Context: an optimization exercise on an open-source flow, tuned for small area, a short achievable clock period and few clock cycles. The choices shown serve that exercise and are no tape-out recipe.
RTL that was checked went through simulation tests only; none was proved equivalent to the original.
No activity file was given, so power comes from the tool's default toggle rates.

==> flow/design.v <==
`timescale 1ns / 1ps
module projectCPU2020(
  clk,
  rst,
  wrEn,
  data_fromRAM,
  addr_toRAM,
  data_toRAM,
  PC,
  W
);
input clk, rst;
input wire [15:0] data_fromRAM;
output wire [15:0] data_toRAM;
output wire wrEn;
output wire [12:0] addr_toRAM;
output reg [12:0] PC;
output reg [15:0] W;
wire [15:0] D = data_fromRAM;
reg        dec, ind;
reg        pend;                   
reg        skp;                    
reg        isSt;                   
reg        xAdd, xNor, xShf, xGt, xLd, xSz, xJmp;   
wire       aZero = (D[12:0] == 13'd0);
wire       dZero = (D == 16'd0);
wire       opSt  = (D[15:13] == 3'd6);
reg  [12:0] pc1;
integer k;
always @(*)
  for (k = 0; k < 13; k = k + 1)
    pc1[k] = PC[k] ^ ((PC & ((13'd1 << k) - 13'd1)) == ((13'd1 << k) - 13'd1));
wire        useD = dec | ind | xJmp;
assign addr_toRAM = useD ? {D[12:2], D[1] | (dec & aZero), D[0]} : pc1;
assign wrEn       = (dec & opSt & ~aZero) | (ind & isSt);
assign data_toRAM = W;
wire        hi   = |D[15:6];
wire        left = hi | D[4];           
wire        rot  = hi | D[5];           
wire [3:0]  s    = D[3:0];
wire [3:0]  t    = {s[3] ^ (left & (s[0] | s[1] | s[2])),
                    s[2] ^ (left & (s[0] | s[1])),
                    s[1] ^ (left & s[0]),
                    s[0]};
wire [15:0] r0   = t[0] ? {W[0],     W[15:1]}  : W;
wire [15:0] r1   = t[1] ? {r0[1:0],  r0[15:2]} : r0;
wire [15:0] r2   = t[2] ? {r1[3:0],  r1[15:4]} : r1;
wire [15:0] rr   = t[3] ? {r2[7:0],  r2[15:8]} : r2;
wire [15:0] msk  = rot  ? 16'hFFFF :
                   left ? (16'hFFFF << s) : (16'hFFFF >> s);
wire [15:0] sh   = rr & msk;
wire [16:0] sum  = {1'b0, W ^ {16{xGt}}} + {1'b0, D} + {16'd0, xGt};
wire        gt   = ~sum[16];            
wire        sAdd  = pend & xAdd;
wire        sNor  = pend & xNor;
wire        sShf  = pend & xShf;
wire        sGt   = pend & xGt;
wire        sLd   = pend & xLd;
wire        sKeep = ~(sAdd | sNor | sShf | sGt | sLd);
wire [15:0] res   = ({16{sAdd}}  & sum[15:0]) |
                    ({16{sNor}}  & ~(W | D)) |
                    ({16{sShf}}  & sh) |
                    ({16{sGt}}   & {15'd0, gt}) |
                    ({16{sLd}}   & D) |
                    ({16{sKeep}} & W);
wire goInd = dec & aZero;
wire tk    = pend & xSz & dZero;      
always @(posedge clk) begin
  if (rst) begin
    dec  <= 1'b0;
    ind  <= 1'b0;
    skp  <= 1'b0;
    pend <= 1'b0;
    isSt <= 1'b0;
    {xAdd, xNor, xShf, xGt, xLd, xSz, xJmp} <= 7'd0;
    PC   <= 13'h1FFF;    
    W    <= 16'd0;
  end else begin
    dec  <= ~dec & ~ind & ~tk;
    ind  <= goInd;
    skp  <= tk;
    if (dec) begin
      isSt <= opSt;
      {xAdd, xNor, xShf, xGt, xLd, xSz, xJmp} <=
        opSt ? 7'd0 :
        {D[15:13] == 3'd0, D[15:13] == 3'd1, D[15:13] == 3'd2, D[15:13] == 3'd3,
         D[15:13] == 3'd5, D[15:13] == 3'd4, D[15:13] == 3'd7};
      pend <= ~aZero & ~opSt;
    end else if (ind) begin
      {xAdd, xNor, xShf, xGt, xLd, xSz, xJmp} <=
        {xAdd, xNor, xShf, xGt, xLd, xSz, xJmp};
      pend <= ~isSt;
    end else begin
      {xAdd, xNor, xShf, xGt, xLd, xSz, xJmp} <= 7'd0;
      pend <= 1'b0;
    end
    if (~dec & ~ind)
      PC <= xJmp ? D[12:0] : pc1;    
    W <= res;
  end
end
endmodule
clock: 5.5 ns
lec_check: 0
abc_area: 1
cap_margin: 20
core_margin: 2
core_utilization: 40
place_density: 0.6
setup_slack_margin: 2.6
slew_margin: 20
tns_end_percent: 0
standard.sh (not shown) runs the stock make flow with config.mk's settings and CLKGATE_MAP_FILE= SYNTH_SCRIPT=/design/flow/synth_recipe.tcl, a recipe that flattens the netlist after the stock synthesis.
==> flow/flow/run.sh <==
#!/bin/bash
# Standard ORFS layout; port buffers use buf_1 instead of the default pick.
set -euo pipefail
bash standard.sh "BUFFER_PORTS_ARGS=-buffer_cell sky130_fd_sc_hd__buf_1" finish > orfs_make.log 2>&1
Change:
--- a/flow/design.v
+++ b/flow/design.v
@@ -19,10 +19,17 @@
 wire [15:0] D = data_fromRAM;
 reg        dec, ind;
 reg        pend;                   
 reg        skp;                    
-reg        isSt;                   
-reg        xAdd, xNor, xShf, xGt, xLd, xSz, xJmp;   
+reg  [2:0] inst;                   
+wire       xAdd = pend & (inst == 3'd0);
+wire       xNor = pend & (inst == 3'd1);
+wire       xShf = pend & (inst == 3'd2);
+wire       xGt  = pend & (inst == 3'd3);
+wire       xSz  = pend & (inst == 3'd4);
+wire       xLd  = pend & (inst == 3'd5);
+wire       xJmp = pend & (inst == 3'd7);
+wire       isSt = (inst == 3'd6);
 wire       aZero = (D[12:0] == 13'd0);
 wire       dZero = (D == 16'd0);
 wire       opSt  = (D[15:13] == 3'd6);
 reg  [12:0] pc1;
@@ -70,31 +77,17 @@
     dec  <= 1'b0;
     ind  <= 1'b0;
     skp  <= 1'b0;
     pend <= 1'b0;
-    isSt <= 1'b0;
-    {xAdd, xNor, xShf, xGt, xLd, xSz, xJmp} <= 7'd0;
     PC   <= 13'h1FFF;    
     W    <= 16'd0;
   end else begin
     dec  <= ~dec & ~ind & ~tk;
     ind  <= goInd;
     skp  <= tk;
-    if (dec) begin
-      isSt <= opSt;
-      {xAdd, xNor, xShf, xGt, xLd, xSz, xJmp} <=
-        opSt ? 7'd0 :
-        {D[15:13] == 3'd0, D[15:13] == 3'd1, D[15:13] == 3'd2, D[15:13] == 3'd3,
-         D[15:13] == 3'd5, D[15:13] == 3'd4, D[15:13] == 3'd7};
-      pend <= ~aZero & ~opSt;
-    end else if (ind) begin
-      {xAdd, xNor, xShf, xGt, xLd, xSz, xJmp} <=
-        {xAdd, xNor, xShf, xGt, xLd, xSz, xJmp};
-      pend <= ~isSt;
-    end else begin
-      {xAdd, xNor, xShf, xGt, xLd, xSz, xJmp} <= 7'd0;
-      pend <= 1'b0;
-    end
+    if (dec)
+      inst <= D[15:13];
+    pend <= (dec & ~aZero & ~opSt) | (ind & ~isSt);
     if (~dec & ~ind)
       PC <= xJmp ? D[12:0] : pc1;    
     W <= res;
   end
Power increases by about 4.4%.
Maximum frequency increases by about 2.7%.
Final area decreases by about 2.7%.
Worst setup slack gains 0.087 ns.
Hold slack gains 0.029 ns.
Synthesized cell count decreases by about 3.8%.
Sequential share of layout area decreases by 1.0 points.
Via count increases by about 0.5%.
Testbench counts after the change, summed over its fixed seeds: cycles 64,920.
Only the layout flow was run in the first run of this note; the RTL was not checked for function there.

Another version of the RTL of projectCPU2020 (not shown whole).
Size in the first run: about 41 flip-flops, about 4700 um2 of cells after synthesis.
==> module projectCPU2020, before the edit <==
module projectCPU2020(
  clk,
  rst,
  wrEn,
  data_fromRAM,
  addr_toRAM,
  data_toRAM,
  PC,
  W
);
input clk, rst;
input wire [15:0] data_fromRAM;
output wire [15:0] data_toRAM;
output wire wrEn;
output wire [12:0] addr_toRAM;
output reg [12:0] PC;
output reg [15:0] W;
wire [15:0] D = data_fromRAM;
reg        dec, ind;
reg        pend;                   
reg        skp;                    
reg        isSt;                   
reg        xAdd, xNor, xShf, xGt, xLd, xSz, xJmp;   
wire       aZero = (D[12:0] == 13'd0);
wire       dZero = (D == 16'd0);
wire       opSt  = (D[15:13] == 3'd6);
reg  [12:0] pc1;
integer k;
always @(*)
  for (k = 0; k < 13; k = k + 1)
    pc1[k] = PC[k] ^ ((PC & ((13'd1 << k) - 13'd1)) == ((13'd1 << k) - 13'd1));
wire [12:0] nxt = (pend | skp) ? pc1 : PC;
wire        useD = dec | ind | xJmp;
assign addr_toRAM = useD ? {D[12:2], D[1] | (dec & aZero), D[0]} : nxt;
assign wrEn       = (dec & opSt & ~aZero) | (ind & isSt);
assign data_toRAM = W;
wire        hi   = |D[15:6];
wire        left = hi | D[4];           
wire        rot  = hi | D[5];           
wire [3:0]  s    = D[3:0];
wire [3:0]  t    = {s[3] ^ (left & (s[0] | s[1] | s[2])),
                    s[2] ^ (left & (s[0] | s[1])),
                    s[1] ^ (left & s[0]),
                    s[0]};
wire [15:0] r0   = t[0] ? {W[0],     W[15:1]}  : W;
wire [15:0] r1   = t[1] ? {r0[1:0],  r0[15:2]} : r0;
wire [15:0] r2   = t[2] ? {r1[3:0],  r1[15:4]} : r1;
wire [15:0] rr   = t[3] ? {r2[7:0],  r2[15:8]} : r2;
wire [15:0] msk  = rot  ? 16'hFFFF :
                   left ? (16'hFFFF << s) : (16'hFFFF >> s);
wire [15:0] sh   = rr & msk;
wire [16:0] sum  = {1'b0, W ^ {16{xGt}}} + {1'b0, D} + {16'd0, xGt};
wire        gt   = ~sum[16];            
wire        sAdd  = pend & xAdd;
wire        sNor  = pend & xNor;
wire        sShf  = pend & xShf;
wire        sGt   = pend & xGt;
wire        sLd   = pend & xLd;
wire        sKeep = ~(sAdd | sNor | sShf | sGt | sLd);
wire [15:0] res   = ({16{sAdd}}  & sum[15:0]) |
                    ({16{sNor}}  & ~(W | D)) |
                    ({16{sShf}}  & sh) |
                    ({16{sGt}}   & {15'd0, gt}) |
                    ({16{sLd}}   & D) |
                    ({16{sKeep}} & W);
wire goInd = dec & aZero;
wire tk    = pend & xSz & dZero;      
wire st    = (dec & opSt & ~aZero) | (ind & isSt);
always @(posedge clk) begin
  if (rst) begin
    dec  <= 1'b0;
    ind  <= 1'b0;
    skp  <= 1'b0;
    pend <= 1'b0;
    isSt <= 1'b0;
    {xAdd, xNor, xShf, xGt, xLd, xSz, xJmp} <= 7'd0;
    PC   <= 13'd0;
    W    <= 16'd0;
  end else begin
    dec  <= ~dec & ~ind & ~tk;
    ind  <= goInd;
    skp  <= tk;
    if (dec) begin
      isSt <= opSt;
      {xAdd, xNor, xShf, xGt, xLd, xSz, xJmp} <=
        opSt ? 7'd0 :
        {D[15:13] == 3'd0, D[15:13] == 3'd1, D[15:13] == 3'd2, D[15:13] == 3'd3,
         D[15:13] == 3'd5, D[15:13] == 3'd4, D[15:13] == 3'd7};
      pend <= ~aZero & ~opSt;
    end else if (ind) begin
      {xAdd, xNor, xShf, xGt, xLd, xSz, xJmp} <=
        {xAdd, xNor, xShf, xGt, xLd, xSz, xJmp};
      pend <= ~isSt;
    end else begin
      {xAdd, xNor, xShf, xGt, xLd, xSz, xJmp} <= 7'd0;
      pend <= 1'b0;
    end
    if (st)
      PC <= pc1;
    else if (~dec & ~ind)
      PC <= addr_toRAM;    
    W <= res;
  end
end
endmodule
Settings: LEC_CHECK=0, ABC_AREA=1, CAP_MARGIN=20, CORE_MARGIN=2, CORE_UTILIZATION=40, PLACE_DENSITY=0.6, SETUP_SLACK_MARGIN=2.6, SLEW_MARGIN=20, TNS_END_PERCENT=0; clock period 5.5 ns.
Scripts as last shown in full above: flow/flow/run.sh
Edit:
--- a/flow/design.v
+++ b/flow/design.v
@@ -50,22 +50,22 @@
 wire [15:0] msk  = rot  ? 16'hFFFF :
                    left ? (16'hFFFF << s) : (16'hFFFF >> s);
 wire [15:0] sh   = rr & msk;
 wire [16:0] sum  = {1'b0, W ^ {16{xGt}}} + {1'b0, D} + {16'd0, xGt};
 wire        gt   = ~sum[16];            
-wire        sAdd  = pend & xAdd;
-wire        sNor  = pend & xNor;
-wire        sShf  = pend & xShf;
-wire        sGt   = pend & xGt;
-wire        sLd   = pend & xLd;
-wire        sKeep = ~(sAdd | sNor | sShf | sGt | sLd);
-wire [15:0] res   = ({16{sAdd}}  & sum[15:0]) |
-                    ({16{sNor}}  & ~(W | D)) |
-                    ({16{sShf}}  & sh) |
-                    ({16{sGt}}   & {15'd0, gt}) |
-                    ({16{sLd}}   & D) |
-                    ({16{sKeep}} & W);
+reg [15:0] res;
+always @(*) begin
+  res = W;
+  case (1'b1)
+    xAdd: res = sum[15:0];
+    xNor: res = ~(W | D);
+    xShf: res = sh;
+    xGt:  res = {15'd0, gt};
+    xLd:  res = D;
+    default: res = W;
+  endcase
+end
 wire goInd = dec & aZero;
 wire tk    = pend & xSz & dZero;      
 wire st    = (dec & opSt & ~aZero) | (ind & isSt);
 always @(posedge clk) begin
   if (rst) begin
@@ -98,9 +98,10 @@
     end
     if (st)
       PC <= pc1;
     else if (~dec & ~ind)
       PC <= addr_toRAM;    
-    W <= res;
+    if (pend)
+      W <= res;
   end
 end
 endmodule
Critical path depth came out higher by 1; die area fell by 2.1%; wire length goes down by 2.3%; cell count fell by 1.0%; power fell by 0.93%; worst setup slack gets worse by 0.094 ns; final area goes down by 2.5%; maximum frequency decreases by 2.9%; worst hold slack gets better by 0.0064 ns; area after synthesis fell by 2.1%; count of clock-buffer cells in the layout goes up by 1; utilization falls by 0.79 points.
Testbench counts after the change, summed over its fixed seeds: cycles 64,920.
Only the layout flow was run in the first run of this note; the RTL was not checked for function there.

==> re-timing with driven ports <==
The results above use ideal ports. As a check the final layouts listed here were re-extracted and re-timed, cells and wires unchanged.
Step 1 sets driving cells, clkbuf_16 on the clock port and buf_2 on the other inputs (assumed; they add their load-dependent delay and slew).
Step 2 moves the port delays by t, midway between the first and last clock arrival at a register: inputs arrive t later, outputs are due t later. That takes back most of the time a late clock gives input paths.
a / b / c = ideal / step 1 / step 2; a / b = the first two.
| run | t, ns | setup WS [ns] | hold WS [ns] | worst setup path after step 2 | pins driven straight from the clock port |
|---|---|---|---|---|---|
| the first run of note 1 | 0.339 | 2.205 / 2.167 / 2.110 | 0.477 / 0.477 / 0.477 | input to register | 1 |
| the second run of note 1 | 0.352 | 2.291 / 2.267 / 2.050 | 0.506 / 0.506 / 0.506 | input to register | 1 |
| the first run of note 2 | 0.332 | 2.320 / 2.273 / 2.114 | 0.475 / 0.475 / 0.475 | input to register | 1 |
| the second run of note 2 | 0.328 | 2.226 / 2.176 / 2.044 | 0.481 / 0.481 / 0.481 | input to register | 1 |
After both steps setup and hold are still met in every run listed. For the second run of note 1, which loses most, drivers alone change the setup slack by -0.024 ns; drivers and shift together by -0.241 ns.
